What follows belongs to an exercise in optimizing a design on an open flow for small area; a production flow would make more cautious choices.
Only simulation tests tie the RTL to the original design; equivalence was not proved.
Power is estimated from default activity; no workload was simulated.

--- flow/flow/abc_area_amap.script ---
strash
dc2
resub -K 8
dc2
dch -f
amap -m -F 3 -A 8 -C 1000
topo
--- flow/constraint.sdc ---
create_clock -name core_clock -period 10.0 [get_ports {clk}]
set_input_delay 2.0000 -clock core_clock [delete_from_list [all_inputs] [get_ports {clk}]]
set_output_delay 2.0000 -clock core_clock [all_outputs]
set_load 0.01 [all_outputs]
--- flow/flow/own_synth.tcl ---
# The standard synthesis script (synth_recipe.tcl), unchanged except that
# the technology-mapping abc call runs flow/abc_area_amap.script, an
# area-oriented mapping (dc2, resub, dch, then amap with more area-recovery passes), in place of ORFS's abc script. Registers are
# mapped before abc, by the same dfflibmap, so they are the standard ones.
proc synth {args} { yosys synth -nofsm -noshare {*}$args }
proc abc {args} {
  set i [lsearch -exact $args -script]
  if { $i >= 0 } {
    set args [lreplace $args [expr { $i + 1 }] [expr { $i + 1 }] $::env(OWN_ABC_SCRIPT)]
  }
  yosys abc {*}$args
}
source $::env(SCRIPTS_DIR)/synth.tcl
# left out here: clear keep_hierarchy, flatten, clean up, hide names made inside functions, write 1_2_yosys.v
--- flow/standard.sh ---
#!/bin/bash
# synth_recipe.tcl (not shown) runs the flow's synth.tcl, then flattens the netlist and writes it again
# the make line also repeats each setting of config.mk as NAME=value (left out here)
make -C /OpenROAD-flow-scripts/flow DESIGN_CONFIG=/design/flow/config.mk WORK_HOME=/design/flow/orfs CLKGATE_MAP_FILE= SYNTH_SCRIPT=/design/flow/synth_recipe.tcl "${@:-finish}"
--- flow/flow/downsize.tcl ---
# Downsize every combinational cell to its smallest drive strength; the
# repair_design that follows upsizes again only where slew or capacitance need it.
set db [ord::get_db]
set n 0
foreach inst [[ord::get_db_block] getInsts] {
  set name [[$inst getMaster] getName]
  if {![regexp {^sky130_fd_sc_hd__([a-z0-9]+)_([0-9]+)$} $name -> base drive]} { continue }
  if {[regexp {^(df|edf|sdf|sedf|dl|clk|tap|fill|decap|conb|diode|probe|lpflow)} $base]} { continue }
  foreach d {1 0} {
    if {$d >= $drive} { continue }
    set m [$db findMaster sky130_fd_sc_hd__${base}_$d]
    if {$m ne "NULL"} {
      replace_cell [$inst getName] sky130_fd_sc_hd__${base}_$d
      incr n
      break
    }
  }
}
puts "downsize: $n cells replaced"
--- flow/design.v ---
`timescale 1ns / 1ps
module tx_fifo (
    input  logic       clk,
    input  logic       reset_n,
    input  logic       wr_en,
    input  logic [7:0] wr_data,
    output logic       full,
    input  logic       rd_en,       
    output logic       empty,
    output logic       head_at0,
    output logic [7:0] head
);
    logic [7:0] ring [0:15];
    logic [4:0] wr_ptr, rd_ptr;
    logic       push;
    assign empty = (wr_ptr == rd_ptr);
    assign full  = (wr_ptr[3:0] == rd_ptr[3:0]) && (wr_ptr[4] != rd_ptr[4]);
    assign push  = wr_en && !full;
    always_ff @(posedge clk or negedge reset_n) begin
        if (!reset_n) begin
            wr_ptr <= '0;
            rd_ptr <= '0;
        end else begin
            wr_ptr <= push  ? wr_ptr : wr_ptr - 5'd1;
            rd_ptr <= rd_en ? rd_ptr : rd_ptr - 5'd1;
        end
    end
    always_ff @(posedge clk) begin
        for (int p = 0; p < 16; p++)
            ring[p] <= (push && wr_ptr[3:0] == 4'(p + 1)) ? (wr_data ^ {8{p[0]}})
                                                          : ~ring[(p + 1) % 16];
    end
    assign head_at0 = (rd_ptr[3:0] == 4'd0);
    assign head     = ring[0];
endmodule
module rx_fifo (
    input  logic       clk,
    input  logic       reset_n,
    input  logic       wr_en,
    input  logic [7:0] wr_data,
    input  logic       rd_en,
    output logic [7:0] rd_data,
    output logic       empty
);
    logic [7:0] ring [0:15];
    logic [4:0] wr_ptr, rd_ptr;
    logic       pending;
    logic       push, pop, full;
    logic [3:0] last;
    assign empty = (wr_ptr == rd_ptr);
    assign full  = (wr_ptr[3:0] == rd_ptr[3:0]) && (wr_ptr[4] != rd_ptr[4]);
    assign push  = wr_en && !full;
    assign pop   = rd_en && !empty;
    assign last  = wr_ptr[3:0] - 4'd1;
    always_ff @(posedge clk or negedge reset_n) begin
        if (!reset_n) begin
            wr_ptr  <= '0;
            rd_ptr  <= '0;
            pending <= 1'b0;
        end else begin
            wr_ptr  <= push ? wr_ptr : wr_ptr - 5'd1;
            rd_ptr  <= pop  ? rd_ptr : rd_ptr - 5'd1;
            if (push)
                pending <= 1'b1;
            else if (last == 4'd0)
                pending <= 1'b0;
        end
    end
    always_ff @(posedge clk) begin
        for (int p = 0; p < 15; p++)
            ring[p] <= ring[p + 1];
        ring[15] <= (pending && last == 4'd0) ? wr_data : ring[0];
    end
    logic [7:0] ring_out;
    always_comb begin
        ring_out = '0;
        for (int p = 0; p < 16; p++)
            ring_out = ring_out | ({8{rd_ptr[3:0] == p[3:0]}} & ring[p]);
    end
    assign rd_data = (pending && rd_ptr[3:0] == last) ? wr_data : ring_out;
endmodule
`timescale 1ns / 1ps
module baud_gen (
    input  logic        clk,         
    input  logic        reset_n,     
    input  logic [15:0] divisor,
    output logic        tick         
);
    logic [15:0] counter;
    logic [15:0] counter_n;      
    assign counter = ~counter_n;
    logic [15:0] inc;
    logic [16:0] carry;      
    logic [16:0] ge;         
    assign carry[0] = 1'b1;
    assign ge[0]    = 1'b1;
    for (genvar i = 0; i < 16; i++) begin : g_chain
        assign inc[i]     = counter[i] ^ carry[i];
        assign carry[i+1] = counter[i] & carry[i];
        assign ge[i+1]    = (counter[i] & ~divisor[i]) |
                            ((counter[i] | ~divisor[i]) & ge[i]);
    end
    always_ff @(posedge clk or negedge reset_n) begin
        if (!reset_n) begin
            counter_n <= '1;
            tick      <= 1'b0;
        end else begin
            counter_n <= ge[16] ? 16'hffff : ~inc;
            tick    <= ge[16];
        end
    end
endmodule
`timescale 1ns / 1ps
module uart_tx (
    input  logic       clk,
    input  logic       reset_n,
    input  logic       tick,
    input  logic       tx_start,
    input  logic       load,
    input  logic [7:0] tx_data,
    output logic       tx_pin,
    output logic       tx_done
);
    localparam logic [1:0] IDLE = 2'd0, START = 2'd1, DATA = 2'd2, STOP = 2'd3;
    logic [1:0] state;
    logic [3:0] tick_cnt;
    logic [2:0] bit_cnt;
    logic [2:0] next_idx;
    logic       next_bit;
    logic       first;
    logic       tx_reg;
    logic       last_tick;
    assign last_tick = tick && (tick_cnt == 4'd15);
    assign tx_done   = (state == STOP) && last_tick;
    assign next_idx  = (state == DATA) ? bit_cnt + 3'd1 : 3'd0;
    always_ff @(posedge clk) begin
        if (load)
            next_bit <= tx_data[next_idx];
        first <= last_tick && (state == START || state == DATA);
    end
    always_ff @(posedge clk or negedge reset_n) begin
        if (!reset_n) begin
            state    <= IDLE;
            tick_cnt <= '0;
            bit_cnt  <= '0;
            tx_reg   <= 1'b1;
        end else begin
            case (state)
                IDLE:    tx_reg <= 1'b1;
                START:   tx_reg <= 1'b0;
                DATA:    if (first) tx_reg <= next_bit;
                default: tx_reg <= 1'b1;
            endcase
            if (state != IDLE && tick)
                tick_cnt <= tick_cnt + 4'd1;
            if (state == DATA && last_tick)
                bit_cnt <= bit_cnt + 3'd1;
            if ((state == IDLE && tx_start) ||
                (state != IDLE && last_tick && (state != DATA || bit_cnt == 3'd7)))
                state <= state + 2'd1;
        end
    end
    assign tx_pin = tx_reg;
endmodule
`timescale 1ns / 1ps
module uart_rx (
    input  logic       clk,
    input  logic       reset_n,
    input  logic       tick,
    input  logic       rx_pin,
    output logic       rx_done,
    output logic [7:0] rx_data,
    output logic       rx_err
);
    localparam logic [1:0] IDLE = 2'd0, START = 2'd1, DATA = 2'd2, STOP = 2'd3;
    logic [1:0] state;
    logic [3:0] tick_cnt;
    logic [2:0] bit_cnt;
    logic [7:0] shift_reg;
    logic       last_tick;
    logic rx_sync_0, rx_sync_1;
    always_ff @(posedge clk or negedge reset_n) begin
        if (!reset_n) begin
            rx_sync_0 <= 1'b1;
            rx_sync_1 <= 1'b1;
        end else begin
            rx_sync_0 <= rx_pin;
            rx_sync_1 <= rx_sync_0;
        end
    end
    assign last_tick = tick && (tick_cnt == 4'd15);
    logic [1:0] state_next;
    always_comb begin
        state_next = state;
        case (state)
            IDLE:    if (!rx_sync_1) state_next = START;
            START:   if (last_tick) state_next = rx_sync_1 ? IDLE : DATA;
            DATA:    if (last_tick && bit_cnt == 3'd7) state_next = STOP;
            default: if (last_tick) state_next = IDLE;
        endcase
    end
    always_ff @(posedge clk) begin
        if (state == IDLE) begin
            tick_cnt <= 4'd8;
            bit_cnt  <= 3'd0;
        end else begin
            if (tick)
                tick_cnt <= tick_cnt + 4'd1;
            if (state == DATA && last_tick)
                bit_cnt <= bit_cnt + 3'd1;
        end
        if (state == DATA && last_tick)
            shift_reg <= {rx_sync_1, shift_reg[7:1]};
    end
    always_ff @(posedge clk or negedge reset_n) begin
        if (!reset_n) begin
            state   <= IDLE;
            rx_done <= 1'b0;
            rx_err  <= 1'b0;
        end else begin
            rx_done <= (state == STOP) && last_tick;
            if ((state == STOP) && last_tick)
                rx_err <= !rx_sync_1;
            state <= state_next;
        end
    end
    assign rx_data = shift_reg;
endmodule
`timescale 1ns / 1ps
module uart_core (
    input  logic        clk,
    input  logic        reset_n,
    input  logic [15:0] divisor,
    input  logic        rx_pin,
    output logic        tx_pin,
    input  logic        tx_wr_en,
    input  logic [7:0]  tx_wr_data,
    output logic        tx_full,
    input  logic        rx_rd_en,
    output logic [7:0]  rx_rd_data,
    output logic        rx_empty,
    output logic        rx_err
);
    logic       tick;
    logic       tx_fifo_empty;
    logic       tx_head_at0;
    logic [7:0] tx_head;
    logic       tx_core_done;
    logic       rx_core_done;
    logic [7:0] rx_core_data;
    baud_gen u_baud_gen (
        .clk(clk), .reset_n(reset_n), .divisor(divisor), .tick(tick)
    );
    tx_fifo u_tx_fifo (
        .clk(clk), .reset_n(reset_n),
        .wr_en(tx_wr_en), .wr_data(tx_wr_data), .full(tx_full),
        .rd_en(tx_core_done), .empty(tx_fifo_empty),
        .head_at0(tx_head_at0), .head(tx_head)
    );
    uart_tx u_uart_tx (
        .clk(clk), .reset_n(reset_n), .tick(tick),
        .tx_start(!tx_fifo_empty), .load(tx_head_at0), .tx_data(tx_head),
        .tx_pin(tx_pin), .tx_done(tx_core_done)
    );
    uart_rx u_uart_rx (
        .clk(clk), .reset_n(reset_n), .tick(tick), .rx_pin(rx_pin),
        .rx_done(rx_core_done), .rx_data(rx_core_data), .rx_err(rx_err)
    );
    rx_fifo u_rx_fifo (
        .clk(clk), .reset_n(reset_n),
        .wr_en(rx_core_done), .wr_data(rx_core_data),
        .rd_en(rx_rd_en), .rd_data(rx_rd_data), .empty(rx_empty)
    );
endmodule
--- flow/flow/run.sh ---
#!/bin/bash
# Own layout flow: the standard ORFS flow (standard.sh) with these changes,
# all made through ORFS's own variables and hooks:
#  - synthesis is synth_recipe.tcl with an area-oriented abc mapping script
#    (flow/own_synth.tcl, flow/abc_area_amap.script) and without ORFS's
#    half/full-adder extraction (ADDER_MAP_FILE empty), which leaves all
#    arithmetic to abc; the registers are the standard synthesis's;
#  - port buffers are buf_1 cells (the standard flow picks clkdlybuf4s50_1);
#  - before the placement resizer, combinational cells go to their smallest
#    drive strength (flow/downsize.tcl); repair_design then upsizes only where
#    slew or capacitance need it;
#  - clock tree synthesis inserts no dummy loads and uses clkbuf_4 clusters.
# The make output goes to flow_make.log here; ORFS keeps per-step logs in orfs/logs/.
set -euo pipefail
F="$PWD/flow"
export OWN_ABC_SCRIPT="$F/abc_area_amap.script"
export ADDER_MAP_FILE=
export BUFFER_PORTS_ARGS="-buffer_cell sky130_fd_sc_hd__buf_1"
export PRE_RESIZE_TCL="$F/downsize.tcl"
export CTS_ARGS="-sink_clustering_enable -repair_clock_nets -dont_use_dummy_load -buf_list sky130_fd_sc_hd__clkbuf_4 -sink_clustering_size 10 -sink_clustering_max_diameter 30"
grep -q 'SYNTH_SCRIPT=[^ ]*synth_recipe.tcl' standard.sh
sed "s|SYNTH_SCRIPT=[^ ]*synth_recipe.tcl|SYNTH_SCRIPT=$F/own_synth.tcl|" standard.sh > own_standard.sh
bash own_standard.sh > flow_make.log 2>&1
--- flow/config.mk ---
export PLATFORM = sky130hd
export DESIGN_NAME = uart_core
export DESIGN_NICKNAME = uart_core
export VERILOG_FILES = /design/flow/design.v
export SDC_FILE = /design/flow/constraint.sdc
export NUM_CORES = 4
export LEC_CHECK = 0
export ABC_AREA = 1
export CAP_MARGIN = 20
export CORE_MARGIN = 2
export CORE_UTILIZATION = 75
export CTS_BUF_LIST = sky130_fd_sc_hd__clkbuf_8
export CTS_CLUSTER_DIAMETER = 50
export CTS_CLUSTER_SIZE = 18
export SLEW_MARGIN = 20
==> results of run 1 <==
cell families (layout without fill, tap and decap cells):
logic type | count (synthesis) | in the layout | synth area share (%)
AOI/OAI and AO/OA | 295 | 295 | 20.1
buffers and inverters | 77 | 166 | 2.90
DFF | 327 | 327 | 69.5
and+or+nand+nor | 185 | 185 | 7.49
worst paths after layout:
kind                                         startpoint  slack (ns)                  endpoint  depth (start not counted)
min in group asynchronous                       reset_n        1.37       u_rx_fifo.rd_ptr[4]                          2
worst min-delay path               u_rx_fifo.ring[7][2]        0.33      u_rx_fifo.ring[6][2]                          0
worst min register to register     u_rx_fifo.ring[7][2]        0.33      u_rx_fifo.ring[6][2]                          0
worst max-delay path                u_rx_fifo.rd_ptr[2]        4.43             rx_rd_data[5]                         10
max in group asynchronous                       reset_n        7.98  u_baud_gen.counter_n[11]                          3
worst max register to register  u_baud_gen.counter_n[1]        6.34  u_baud_gen.counter_n[15]                         25
power by group through the flow:
stage                     sequential (mW)  clock, mW  combinational, mW
after CTS                            1.78      0.608              0.507
after global routing                 1.81      0.661              0.569
after floorplan                      1.76          0              0.366
after detailed placement             1.80          0              0.506
after global placement               1.80          0              0.472
final                                1.79      0.602              0.514
routing by layer:
metal  global-route usage [%]  vias up  wire length, um
met2                     56.1      385            11400
met4                     12.6        0              561
li1                         -     3470                -
met5                        0        -                0
met3                     6.94       58             1820
met1                     42.7     3571             9200
layout by cell type (no fill, tap or decap), types with 2 or more instances in the layout:
cell | Yosys | routed
sky130_fd_sc_hd__a221o_1 | 3 | 3
sky130_fd_sc_hd__a211oi_1 | 2 | 2
sky130_fd_sc_hd__nor4_1 | 2 | 2
sky130_fd_sc_hd__a21oi_1 | 27 | 27
sky130_fd_sc_hd__dfstp_2 | 19 | 19
sky130_fd_sc_hd__buf_1 | 0 | 41
sky130_fd_sc_hd__clkbuf_4 | 0 | 45
sky130_fd_sc_hd__a21o_1 | 6 | 6
sky130_fd_sc_hd__o211ai_1 | 3 | 3
sky130_fd_sc_hd__nor2b_1 | 2 | 2
sky130_fd_sc_hd__dfxtp_1 | 264 | 264
sky130_fd_sc_hd__o21ai_0 | 31 | 31
sky130_fd_sc_hd__nand2_1 | 64 | 64
sky130_fd_sc_hd__clkinv_1 | 77 | 77
sky130_fd_sc_hd__nand4_1 | 4 | 4
sky130_fd_sc_hd__o32a_1 | 4 | 4
sky130_fd_sc_hd__edfxtp_1 | 9 | 9
sky130_fd_sc_hd__nor2_1 | 94 | 94
sky130_fd_sc_hd__o221ai_1 | 6 | 6
sky130_fd_sc_hd__a222oi_1 | 30 | 30
sky130_fd_sc_hd__a22oi_1 | 15 | 15
sky130_fd_sc_hd__nor3_1 | 4 | 4
sky130_fd_sc_hd__nand3_1 | 11 | 11
sky130_fd_sc_hd__a31oi_1 | 5 | 5
sky130_fd_sc_hd__o21a_1 | 3 | 3
sky130_fd_sc_hd__a22o_1 | 4 | 4
sky130_fd_sc_hd__o22ai_1 | 141 | 141
sky130_fd_sc_hd__dfrtp_1 | 35 | 35
sky130_fd_sc_hd__o22a_1 | 8 | 8
per-stage QoR:
stage                     cell area [sq um]  hold slack (ns)  std cells  power, mW  utilization (%)
after floorplan                        9970            0.327        884       2.13                -
after global placement                10400            0.334       1103       2.27             78.9
after detailed placement              10400            0.338       1104       2.31             79.0
after CTS                             10700            0.326       1149       2.90             81.6
after global routing                  10700            0.325       1149       3.04             81.6
final                                 10700            0.328       1149       2.91             81.6
area by class of cell:
class                           count  area [sq um]
Inverter                           77           289
Sequential cell                   327          6930
Multi-Input combinational cell    480          2760
Timing Repair Buffer               44           184
Fill cell                         796          2420
Tap cell                          176           220
Clock buffer                       45           338
==> notes.md, run 1 <==
- The synthesized flop and latch total is 327.
- The top cell family by delay on the critical path is buffers and inverters.
- In the final layout, the registers with the most flip-flops are u_rx_fifo.ring (128), u_tx_fifo.ring (128), u_baud_gen.counter_n (16).
- For this design the static power due to leakage is 4.01 nW.
- The TritonCTS clock tree is yes.
- The total global-route track usage is 33.3%.
- The area overhead of the layout relative to synthesis is 7.44%.
- The area share of the largest cell type after synthesis is 53.0%.
- The sequential area share after synthesis is 69.5%.
- The flow ran to the end and the layout has no timing, DRC or antenna violations.
- The cell count after synthesis is 884.
- The number of antenna diodes in the final layout is 0.
- The critical path goes through clkinv_1 > o21ai_0 > o21a_1 > nor3_1 > o21ai_0 > buf_1 > clkinv_1 > a2111oi_0 > a21oi_1 > buf_1.
- STA classifies the critical path startpoint as a flop.
- For this design the top-level I/O count stands at 41.
- Row generation in the floorplan step produced 42 rows.
- The number of nets still failing antenna checks after routing is 0.
- In this run, the number of DRC markers left after iteration 0 of detailed routing was 912.
- The final count of negative-setup-slack endpoints is 0.
- The kind of critical path is flop to output pin.
- At the worst endpoint, the required time is 8.00 ns.
- The first-pass iteration count of the detailed router is 9.
- Once routing completed, OpenROAD measured the worst setup slack at 4.43 ns.
- Counting both buffers and inverters, the worst setup path holds a total of 4.
- The Yosys step of the flow raised 7 warnings.
- The share of the cycle needed by the critical path after routing is 55.7%.
- In this run, post-CTS repair resized a total of 0 instances.
- For this design, the sink count on the clock tree is 327.
- The clock latency on the worst-skew pair is 0.69 ns.
- The netlist area before placement is 9970 sq um.
- For this run, design rule violations remaining after detail routing come to 0.
- At the worst endpoint, the arrival time is 3.57 ns.
- Counting every net in the synthesized netlist gives 913.
- The proportion of power drawn by the clock network is 20.7%.
- The total count of max-transition violations in the final report is 0.
- The initial antenna violation count is 0.
- The maximum count of clock buffers along a single path is 3.
- The total overflow left after global routing is 0.
- In the final layout, the share of cells above drive strength 1 is 6.89%.
- The number of setup buffers added after CTS is 0.
- Summed over all nets, the half-perimeter wirelength after detailed placement is 14900 um.
- Timing would allow up to 179 MHz.
- Setup repair after global routing left no endpoint under its margin.
- The power per standard cell area is 271 nW/um^2.
- The per-instance average area after synthesis is 11.3 sq um.
- The post-placement setup slack is 5.06 ns.
- In this run the vertical extent of the chip is 119 um.
- In this run, flip-flops and latches consume 61.6% of the power.
- At the end of routability-driven placement, the weighted congestion stood at 0.923.
- The clock-pin transition on the worst setup and hold timing paths is 0.10 ns.
- At the end of the flow, the number of nets in the layout was 1004.
- The largest individual stage delay along the critical path comes from the cell sky130_fd_sc_hd__buf_1.
- The via count is 7484.
- The initial utilization of the core area, before any placement, comes to 75.9%.
- The share of total power dissipated in combinational logic is 17.7%.
- The peak supply drop is 0.209 mV.
- The via count of the first global-routing pass is 7438.
- The die area is 14200 sq um.
- sky130_fd_sc_hd__dfxtp_1 is the most common cell in the netlist.
- The number of port buffers is 40.
- Sorting the synthesized cells by area gives the leading types as sky130_fd_sc_hd__dfxtp_1, sky130_fd_sc_hd__o22ai_1, sky130_fd_sc_hd__dfrtp_1.
- The pin count of the biggest net entering global routing is 36.
- The number of maximum-capacitance constraint violations is 0.
- The worst setup path is captured at an output pin.
- For this block, the routed nets add up to 23000 um of wire.
- The number of failing hold endpoints at the final stage came to 0.
- The internal power component is 2.06 mW.
- The time the final worst path needs with I/O delays and setup is 5.57 ns.
- The first global-routing pass estimated 37100 um of wire.
- The switching power is 0.849 mW.
- The die span in x is 119 um.
- The async set-reset flop share out of synthesis is 16.5%.
- For the final routed database, the setup TNS stands at 0 ns.
- The H-tree generated during clock tree synthesis spans 2 levels.
- The delay of the slowest critical-path stage is 0.57 ns.
- The mean number of vias per cell is 6.51.
- The count of different cell masters after synthesis is 38.
- In this run the clock root is driven by a sky130_fd_sc_hd__clkbuf_4.
- Measured against its own limit, the worst slew margin works out to 35.8%.
- After floorplanning, the core was sized to cover 13100 sq um.
- The clock arrives with 0.0583 ns of skew.
- The worst min-delay path class is flop to flop.
- In this run switching power makes up 29.2% of total power.
- In this run, post-CTS hold repair placed 0 buffers.
- The actual slew at the worst max-slew pin is 0.960 ns.
- Dividing the detail-routed wire length by the instance count gives 20.0 um.
- The most instantiated flip-flop cell in the synthesis netlist is sky130_fd_sc_hd__dfxtp_1.
- Sorting the synthesized cells by how often they occur yields sky130_fd_sc_hd__dfxtp_1, sky130_fd_sc_hd__o22ai_1, sky130_fd_sc_hd__nor2_1.
- The largest driver fanout on the critical path is 12.
- The largest total area in the synthesized netlist belongs to sky130_fd_sc_hd__dfxtp_1.
- The total clock buffers created by CTS is 45.
- Counting flops with a built-in enable in the synthesized netlist gives 9.
==> run 2, diff against run 1 <==
--- a/flow/flow/run.sh
+++ b/flow/flow/run.sh
@@ -17,7 +17,7 @@
 export ADDER_MAP_FILE=
 export BUFFER_PORTS_ARGS="-buffer_cell sky130_fd_sc_hd__buf_1"
 export PRE_RESIZE_TCL="$F/downsize.tcl"
-export CTS_ARGS="-sink_clustering_enable -repair_clock_nets -dont_use_dummy_load -buf_list sky130_fd_sc_hd__clkbuf_4 -sink_clustering_size 10 -sink_clustering_max_diameter 30"
+export CTS_ARGS="-sink_clustering_enable -repair_clock_nets -dont_use_dummy_load -buf_list sky130_fd_sc_hd__clkbuf_4 -sink_clustering_size 11 -sink_clustering_max_diameter 32"
 grep -q 'SYNTH_SCRIPT=[^ ]*synth_recipe.tcl' standard.sh
 sed "s|SYNTH_SCRIPT=[^ ]*synth_recipe.tcl|SYNTH_SCRIPT=$F/own_synth.tcl|" standard.sh > own_standard.sh
 bash own_standard.sh > flow_make.log 2>&1
==> run 2 against run 1 <==
Net effect:
- via count is 0.60% lower
- critical path depth unchanged
- hold slack better by 0.0032 ns
- first-iteration DRC count shrank 2.2%
- critical endpoint unchanged
- largest power group unchanged
- area after synthesis is the same
- routed wire length is 0.88% lower
==> notes.md, run 2 <==
- Summing every instance area after synthesis gives 9970 sq um.
- Ranked by instance count, the synthesized netlist is headed by sky130_fd_sc_hd__dfxtp_1, sky130_fd_sc_hd__o22ai_1, sky130_fd_sc_hd__nor2_1.
- Of the synthesized area, sequential elements account for 69.5%.
- In this run the power spent charging and discharging nets is 0.839 mW.
- After detailed routing, the number of remaining DRC violations is 0.
- The total length of routed wires is 22800 um.
- The wire length of the first global-routing pass is 36600 um.
- The critical path goes through clkinv_1 > o21ai_0 > o21a_1 > nor3_1 > o21ai_0 > buf_1 > clkinv_1 > a2111oi_0 > a21oi_1 > buf_1.
- The iteration-0 DRC count of the detailed router is 892.
- Relative to the synthesized area, the layout overhead comes to 7.14%.
- The core area is 13100 sq um.
- The worst setup path is launched from a flop.
- The number of failing hold endpoints at the final stage was 0.
- The die area is 14200 sq um.
- The number of cell rows is 42.
- The number of placed I/O pins is 41.
- In the final layout, the registers with the most flip-flops are u_rx_fifo.ring (128), u_tx_fifo.ring (128), u_baud_gen.counter_n (16).
- At the worst endpoint, the required time is 8.00 ns.
- The worst setup path is of the flop to output pin kind.
- In this run the most critical hold path is launched from u_rx_fifo.ring[9][4].
- The synthesized flop and latch total is 327.
- Averaged over all synthesized cells, the footprint is 11.3 sq um.
- For this design, the sink count on the clock tree is 327.
- Setup repair after global routing left no endpoint under its margin.
- The routability-driven placement congestion ratio is 0.923.
- Among all cell types in the netlist, the one instantiated most often is sky130_fd_sc_hd__dfxtp_1.
- The actual slew at the worst max-slew pin is 1.00 ns.
- The delay of the slowest critical-path stage is 0.56 ns.
- In the synthesized netlist the dominant register cell turns out to be sky130_fd_sc_hd__dfxtp_1.
- The die span in x is 119 um.
- Power spread over the standard cell area amounts to 269 nW/um^2.
- Hold repair after CTS inserted 0 buffers.
- The internal power component is 2.04 mW.
- The initial antenna violation count is 0.
- The worst clock skew on the final layout is 0.0522 ns.
- The share of synthesized area in the top cell type comes to 53.0%.
- The leading cell type in the layout, fill and taps excluded is sky130_fd_sc_hd__dfxtp_1.
- The terminating pin of the worst hold path is u_rx_fifo.ring[8][4].
- The number of cell instances on the worst register-to-register path is 25.
- For this run, the number of Yosys warnings is 7.
- The setup check on the worst reg-to-reg path leaves a slack of 6.33 ns.
- The synthesized design contains 9 enable-type register cells.
- The flow ran to the end and the layout has no timing, DRC or antenna violations.
- When the netlist entered floorplanning its net count stood at 913.
- The headroom to the max-slew limit is 32.9%.
- The final design utilization is 81.3%.
- The post-DP HPWL is 14900 um.
- The async set-reset flop share out of synthesis is 16.5%.
- The TritonCTS clock tree is yes.
- The largest driver fanout on the critical path is 12.
- The total count of max-transition violations in the final report is 0.
- The path class of the tightest hold or removal check is flop to flop.
- For this run the aggregate overflow at the end of global routing stands at 0.
- The post-detailed-route wirelength per cell is 19.9 um.
- Prior to clock tree synthesis, the placed netlist has a worst setup slack of 5.06 ns.
- The maximum clock frequency is 179 MHz.
- The detail route stage leaves a number of antenna-violating nets equal to 0.
- The share of total power dissipated in sequential elements is 62.2%.
- In this run the cell area measured after placement is 10400 sq um.
- Post-CTS repair changed the size of 0 cells.
- In the layout the commonest cells are sky130_fd_sc_hd__dfxtp_1, sky130_fd_sc_hd__o22ai_1, sky130_fd_sc_hd__nor2_1, sky130_fd_sc_hd__clkinv_1, sky130_fd_sc_hd__nand2_1.
- Clock-pin slew was measured on the worst setup and hold paths at 0.10 ns.
- The top cell family by delay on the critical path is buffers and inverters.
- The total non-filler cell area in the finished layout is 10700 sq um.
- The number of maximum-capacitance constraint violations is 0.
- In this run the clock root is driven by a sky130_fd_sc_hd__clkbuf_4.
- STA puts the critical path data arrival time at 3.57 ns.
- The library cell with the largest summed area after synthesis is sky130_fd_sc_hd__dfxtp_1.
- The worst path buffer plus inverter count is 4.
- The final count of negative-setup-slack endpoints is 0.
- In the post-synthesis netlist, the biggest area contributors are sky130_fd_sc_hd__dfxtp_1, sky130_fd_sc_hd__o22ai_1, sky130_fd_sc_hd__dfrtp_1.
- The via count is 7439.
- 0 antenna diodes ended up in the layout.
- The reg-to-reg startpoint is u_baud_gen.counter_n[1].
- Buffers added to address setup during post-CTS repair amount to 0.
- The maximum count of clock buffers along a single path is 3.
- Dividing the detail-routed via count by the number of cells gives 6.50.
- The cell at the slowest stage of the critical path is sky130_fd_sc_hd__buf_1.
- After layout, the worst path uses 55.7% of the clock period.
- The via count of the first global-routing pass is 7395.
- In this run, distinct cell masters in the synthesized netlist total 38.
- Synthesis produced a netlist whose cell count is 884.
- The initial utilization of the core area, before any placement, comes to 75.9%.
- The design draws 2.88 mW.
- The time the final worst path needs with I/O delays and setup is 5.57 ns.
- Input and output buffers added on the ports amount to 40.
- The setup TNS after final layout is 0 ns.
- The total clock buffers created by CTS is 41.
- The worst register-to-register path ends at u_baud_gen.counter_n[15].
- The share of power burned in combinational logic is 17.9%.
- The leakage power total is 3.99 nW.
- After layout, the worst setup slack is 4.43 ns.
- The proportion of total power due to net switching is 29.1%.
- Cells with a size suffix above 1 make up 6.50% of the layout.
- The vertical die dimension is 119 um.
- The element type at the critical path end is an output pin.
- The post-layout net count is 1000.
- The total global-route track usage is 32.7%.
- The clock latency on the worst-skew pair is 0.66 ns.
- CTS built an H-tree with a depth of 2.
- The peak supply drop is 0.216 mV.
- The pin count of the biggest net entering global routing is 36.
- The pre-antenna-repair detailed-routing pass consisted of 6 iterations.
- The layout has 809 filler cells.
- The proportion of power drawn by the clock network is 19.9%.
- The worst hold path was traced through 0 stages.
run 2: cell counts after synthesis:
No cell type changed its count.
run 2: power by group through the flow:
stage	registers [mW]	clock network (mW)	logic, mW
2_1_floorplan	1.76	0	0.366
3_3_place_gp	1.80	0	0.472
3_5_place_dp	1.80	0	0.506
4_1_cts	1.78	0.579	0.507
5_1_grt	1.81	0.629	0.568
6_report	1.79	0.574	0.515
run 2: kinds of logic (layout without fill, tap and decap cells):
group | Yosys count | count (layout) | synth area share [%]
compound gates | 295 | 295 | 20.1
buf+inv | 77 | 162 | 2.90
flops | 327 | 327 | 69.5
simple gates | 185 | 185 | 7.49
run 2: cell type report:
cell class	count	area (sq um)	share of cell area, %
clock buffer	41	308	2.88
timing repair buffer	44	184	1.72
tap	176	220	2.06
multi-input combinational	480	2760	25.8
inverter	77	289	2.70
sequential	327	6930	64.9
run 2: per-stage QoR:
step	instances	hold WS [ns]
2_1_floorplan	884	0.327
3_3_place_gp	1103	0.334
3_5_place_dp	1104	0.338
4_1_cts	1145	0.329
5_1_grt	1145	0.329
6_report	1145	0.331
run 2: worst max-delay path by stage:
stage / to / cells after the start / start
final: rx_rd_data[5] / 10 / u_rx_fifo.rd_ptr[2]
after global routing: rx_rd_data[5] / 10 / u_rx_fifo.rd_ptr[2]
after CTS: rx_rd_data[5] / 10 / u_rx_fifo.rd_ptr[2]
after detailed placement: u_baud_gen.counter_n[11] / 22 / divisor[2]
after global placement: u_baud_gen.counter_n[11] / 22 / divisor[2]
after floorplan: u_baud_gen.counter_n[11] / 21 / divisor[2]
run 2: metal layers:
metal	global-route usage [%]	vias to the layer above	part of all wire [%]
met5	0	-	0
met4	14.1	0	3.1
met3	5.46	68	7.3
met2	55.8	371	49
met1	41.6	3547	40
li1	-	3453	-
==> run 3, diff against run 2 <==
--- a/flow/design.v
+++ b/flow/design.v
@@ -27,8 +27,7 @@
     end
     always_ff @(posedge clk) begin
         for (int p = 0; p < 16; p++)
-            ring[p] <= (push && wr_ptr[3:0] == 4'(p + 1)) ? (wr_data ^ {8{p[0]}})
-                                                          : ~ring[(p + 1) % 16];
+            ring[p] <= (push && wr_ptr[3:0] == 4'(p + 1)) ? wr_data : ring[(p + 1) % 16];
     end
     assign head_at0 = (rd_ptr[3:0] == 4'd0);
     assign head     = ring[0];
@@ -87,8 +86,6 @@
     output logic        tick         
 );
     logic [15:0] counter;
-    logic [15:0] counter_n;      
-    assign counter = ~counter_n;
     logic [15:0] inc;
     logic [16:0] carry;      
     logic [16:0] ge;         
@@ -102,10 +99,10 @@
     end
     always_ff @(posedge clk or negedge reset_n) begin
         if (!reset_n) begin
-            counter_n <= '1;
-            tick      <= 1'b0;
-        end else begin
-            counter_n <= ge[16] ? 16'hffff : ~inc;
+            counter <= '0;
+            tick    <= 1'b0;
+        end else begin
+            counter <= ge[16] ? 16'd0 : inc;
             tick    <= ge[16];
         end
     end
--- a/flow/flow/run.sh
+++ b/flow/flow/run.sh
@@ -9,7 +9,7 @@
 #  - before the placement resizer, combinational cells go to their smallest
 #    drive strength (flow/downsize.tcl); repair_design then upsizes only where
 #    slew or capacitance need it;
-#  - clock tree synthesis inserts no dummy loads and uses clkbuf_4 clusters.
+#  - clock tree synthesis inserts no dummy loads and uses clkbuf_16 clusters.
 # The make output goes to flow_make.log here; ORFS keeps per-step logs in orfs/logs/.
 set -euo pipefail
 F="$PWD/flow"
@@ -17,7 +17,7 @@
 export ADDER_MAP_FILE=
 export BUFFER_PORTS_ARGS="-buffer_cell sky130_fd_sc_hd__buf_1"
 export PRE_RESIZE_TCL="$F/downsize.tcl"
-export CTS_ARGS="-sink_clustering_enable -repair_clock_nets -dont_use_dummy_load -buf_list sky130_fd_sc_hd__clkbuf_4 -sink_clustering_size 11 -sink_clustering_max_diameter 32"
+export CTS_ARGS="-sink_clustering_enable -repair_clock_nets -dont_use_dummy_load -buf_list sky130_fd_sc_hd__clkbuf_16 -sink_clustering_size 36 -sink_clustering_max_diameter 60"
 grep -q 'SYNTH_SCRIPT=[^ ]*synth_recipe.tcl' standard.sh
 sed "s|SYNTH_SCRIPT=[^ ]*synth_recipe.tcl|SYNTH_SCRIPT=$F/own_synth.tcl|" standard.sh > own_standard.sh
 bash own_standard.sh > flow_make.log 2>&1
==> flow/flow/abc_area_amap.script (replaced) <==
strash
dc2
dch -f
amap -m -F 3 -A 8 -C 1000
topo
--- a/flow/flow/own_synth.tcl
+++ b/flow/flow/own_synth.tcl
@@ -1,6 +1,6 @@
 # The standard synthesis script (synth_recipe.tcl), unchanged except that
 # the technology-mapping abc call runs flow/abc_area_amap.script, an
-# area-oriented mapping (dc2, resub, dch, then amap with more area-recovery passes), in place of ORFS's abc script. Registers are
+# area-oriented mapping (dc2, dch, amap with more area-recovery passes), in place of ORFS's abc script. Registers are
 # mapped before abc, by the same dfflibmap, so they are the standard ones.
 proc synth {args} { yosys synth -nofsm -noshare {*}$args }
 proc abc {args} {
--- a/flow/config.mk
+++ b/flow/config.mk
@@ -8,7 +8,7 @@
 export ABC_AREA = 1
 export CAP_MARGIN = 20
 export CORE_MARGIN = 2
-export CORE_UTILIZATION = 75
+export CORE_UTILIZATION = 85
 export CTS_BUF_LIST = sky130_fd_sc_hd__clkbuf_8
 export CTS_CLUSTER_DIAMETER = 50
 export CTS_CLUSTER_SIZE = 18
==> run 3 against run 2 <==
Net effect:
- routed wire length rose by 12%
- flip-flop and latch count unchanged
- core utilization is 11 points higher
==> notes.md, run 3 <==
- The actual slew at the worst max-slew pin is 1.07 ns.
- The via count of the first global-routing pass was 7966.
- The flow ran to the end and the layout has no timing, DRC or antenna violations.
- TritonCTS built the clock tree.
- Global routing finished with a remaining overflow of 0.
- Counting flops with an async set or reset pin after synthesis yields a share of 16.5%.
- The initial utilization of the core area, before any placement, comes to 86.4%.
- The number of port buffers is 40.
- For this run, the detailed router's first-pass iteration total came to 7.
- Data on the critical path arrives at its endpoint at 3.26 ns.
- Traced cell by cell, the critical path runs through clkinv_1 > o21ai_0 > xor2_1 > a2111oi_0 > o311ai_0 > buf_1 > clkinv_1 > nor3_1 > a21oi_1 > buf_1.
- After clock tree synthesis, the setup repair step added 0 buffers.
- The total length of routed wires is 25400 um.
- Among all cell types in the netlist, the one instantiated most often is sky130_fd_sc_hd__dfxtp_1.
- The largest total area in the synthesized netlist belongs to sky130_fd_sc_hd__dfxtp_1.
- For the final database, setup skew stands at 0.0683 ns.
- The initial antenna violation count came to 0.
- After detailed routing, the number of vias per cell comes to 6.59.
- Ranked by total cell area, the synthesized netlist is headed by sky130_fd_sc_hd__dfxtp_1, sky130_fd_sc_hd__dfrtp_1, sky130_fd_sc_hd__nor2_1.
- The maximum count of clock buffers along a single path is 3.
- The layout cell share with drive strength beyond 1 is 2.04%.
- The clock sink count is 327.
- Across the VDD grid, the largest voltage drop is 0.296 mV.
- The wire length of the first global-routing pass is 40300 um.
- The filler cell count in the final layout is 436.
- The die span in x is 114 um.
- The largest driver fanout on the critical path is 11.
- STA puts the critical path data required time at 8.00 ns.
- The kind of critical path is flop to output pin.
- The number of antenna diodes in the final layout is 0.
- In the final design database the tool counted 1107 nets.
- The per-instance average area after synthesis is 10.2 sq um.
- In the final timing run, aggregate negative setup slack is 0 ns.
- The cell count after synthesis is 1017.
- The total DRC errors in the routed layout is 0.
- In the layout the commonest cells are sky130_fd_sc_hd__dfxtp_1, sky130_fd_sc_hd__nor2_1, sky130_fd_sc_hd__a21oi_1, sky130_fd_sc_hd__clkinv_1, sky130_fd_sc_hd__dfrtp_1.
- The worst min-delay path class is flop to flop.
- Setup repair after global routing left no endpoint under its margin.
- The internal reg-to-reg setup slack is 5.54 ns.
- The pin count of the biggest net entering global routing is 37.
- The most instantiated flip-flop cell in the synthesis netlist is sky130_fd_sc_hd__dfxtp_1.
- The floorplan step defined a die boundary enclosing 13100 sq um.
- The final design utilization is 92.6%.
- The kind of launch point of the worst setup path is a flop.
- The share of synthesized area in the top cell type comes to 51.2%.
- The number of placed I/O pins is 41.
- On the worst path, the slowest cell contributes a delay of 0.48 ns.
- Dividing the detail-routed wire length by the instance count gives 20.8 um.
- The number of cell rows is 40.
- In the synthesized netlist, the cells that appear most often are sky130_fd_sc_hd__dfxtp_1, sky130_fd_sc_hd__nor2_1, sky130_fd_sc_hd__a21oi_1.
- The share of the cycle needed by the critical path after routing is 52.6%.
- Once detail routing completed, the nets flagged for antenna violations numbered 0.
- The area overhead of the layout relative to synthesis is 7.23%.
- Sequential elements use 66.9% of the synthesized area.
- The worst setup path is captured at an output pin.
- The Yosys step of the flow raised 7 warnings.
- The library cell used most frequently in the layout, excluding fill and tap cells, is sky130_fd_sc_hd__dfxtp_1.
- In this run, the number of DRC markers left after iteration 0 of detailed routing was 1048.
- The count of hold-fix buffers inserted at cts is 0.
- The number of synthesized flops with an enable pin is 9.
- The cell at the slowest stage of the critical path is sky130_fd_sc_hd__clkinv_1.
- The vertical die dimension is 114 um.
- The post-DP HPWL is 15800 um.
- Max-cap violations in this run came to 0.
- The total placed instance area is 10700 sq um.
- After detailed placement, the design holds a cell count of 1208.
- The total count of max-transition violations in the final report is 0.
- The count of different cell masters after synthesis is 36.
- TritonCTS created 15 clock buffers.
- The synthesized flop and latch total is 327.
- In this run the number of H-tree levels came out at 1.
- Summing all non-filler instances in the final layout gives an area of 11100 sq um.
- The number of standard cells in the final layout excluding fillers is 1223.
- The tree is rooted in a sky130_fd_sc_hd__clkbuf_16.
- The final count of negative-setup-slack endpoints is 0.
- The routability-driven placement congestion ratio is 0.879.
- The leakage power total is 4.28 nW.
- The largest registers in the layout are u_rx_fifo.ring (128), u_tx_fifo.ring (128), u_baud_gen.counter (16).
- The maximum clock frequency is 190 MHz.
- The headroom to the max-slew limit is 28.2%.
- The clock-pin transition on the worst setup and hold timing paths is 0.11 ns.
- The post-cts resize count is 0.
- The total global-route track usage is 39.8%.
- The netlist area before placement is 10300 sq um.
- The number of failing hold endpoints at the final stage is 0.
- The time the final worst path needs with I/O delays and setup is 5.26 ns.
- Detailed routing inserted a total of 8060 vias.
- The clock latency on the worst-skew pair is 0.50 ns.
- When the netlist entered floorplanning its net count stood at 1046.
- For this design the ratio of total power to cell area is 279 nW/um^2.
- The core area is 12000 sq um.
## run 3: area by class of cell
type	count	area, sq um	share of cell area, %
Clock buffer	15	375	3.39
Inverter	100	375	3.39
Timing Repair Buffer	44	184	1.66
Sequential cell	327	6910	62.4
Multi-Input combinational cell	590	3050	27.5
Tap cell	147	184	1.66
## run 3: report_power, final
part / switching, mW / internal [mW] / leakage [nW]
logic: 0.446 / 0.234 / 1.19
clock network: 0.374 / 0.272 / 0.185
registers: 0.128 / 1.64 / 2.91
total: 0.947 / 2.14 / 4.28
## run 3: cells by family after synthesis
kind of cell / after synthesis / synth area share, %
compound gates: 305 / 18.5
buf+inv: 100 / 3.63
xor+xnor: 1 / 0.0848
flops: 327 / 66.9
simple gates: 284 / 10.9
## run 3: metal layers
layer  routed length (um)  global-route usage (%)
met3                 2120                    7.41
met2                12900                    69.4
met1                 9210                    48.8
met5                    0                       0
met4                 1110                    17.2
## run 3: path summary, 6_finish.rpt
kind                                           to  cells after the start             startpoint
hold / removal              u_rx_fifo.ring[10][2]                      0  u_rx_fifo.ring[11][2]
max in group asynchronous        u_uart_tx.tx_reg                      3                reset_n
setup reg to reg           u_baud_gen.counter[15]                     30  u_baud_gen.counter[0]
min in group asynchronous    u_uart_tx.bit_cnt[2]                      2                reset_n
setup / recovery                    rx_rd_data[6]                     10    u_rx_fifo.rd_ptr[3]
hold reg to reg             u_rx_fifo.ring[10][2]                      0  u_rx_fifo.ring[11][2]
## run 3: worst max-delay path: cells and delay by family (launching register included)
kind	cells	cell delay, ns
xor gates and xnor gates	1	0.20
AOI/OAI and AO/OA	4	0.65
and+or+nand+nor	1	0.36
DFF	1	0.39
buffers and inverters	4	1.21
## run 3: through the flow
step / hold WS, ns / worst slack, ns / power, mW
global placement: 0.331 / 4.41 / 2.36
finish: 0.305 / 4.74 / 3.09
detailed placement: 0.336 / 4.46 / 2.42
CTS: 0.305 / 4.87 / 3.06
floorplan: 0.330 / 4.65 / 2.21
global route: 0.318 / 4.46 / 3.23

[separate check: timing with driven ports]
The flow's constraints put no driver on any port. The routed layouts listed below were extracted and timed again, unchanged, in two steps.
Step 1 assumes that a clkbuf_16 drives the clock port and a buf_2 every other input.
Step 2, shift: input delay + t, output delay - t, t = (earliest + latest rising clock arrival at the registers) / 2. This alone moves slack from input paths to output paths.
a / b / c = ideal ports / drivers / drivers and shift; a / b = the first two.
run | shift t [ns] | slack for setup (ns) | latest minus earliest clock arrival (ns)
run 1 | 0.692 | 4.426 / 4.388 / 5.045 | 0.079 / 0.079
run 2 | 0.668 | 4.427 / 4.390 / 5.046 | 0.058 / 0.058
run 3 | 0.508 | 4.739 / 4.697 / 4.361 | 0.070 / 0.070
After both steps every run listed still meets setup and hold. For run 3, which loses most, drivers alone change the setup slack by -0.042 ns; drivers and shift together by -0.378 ns.
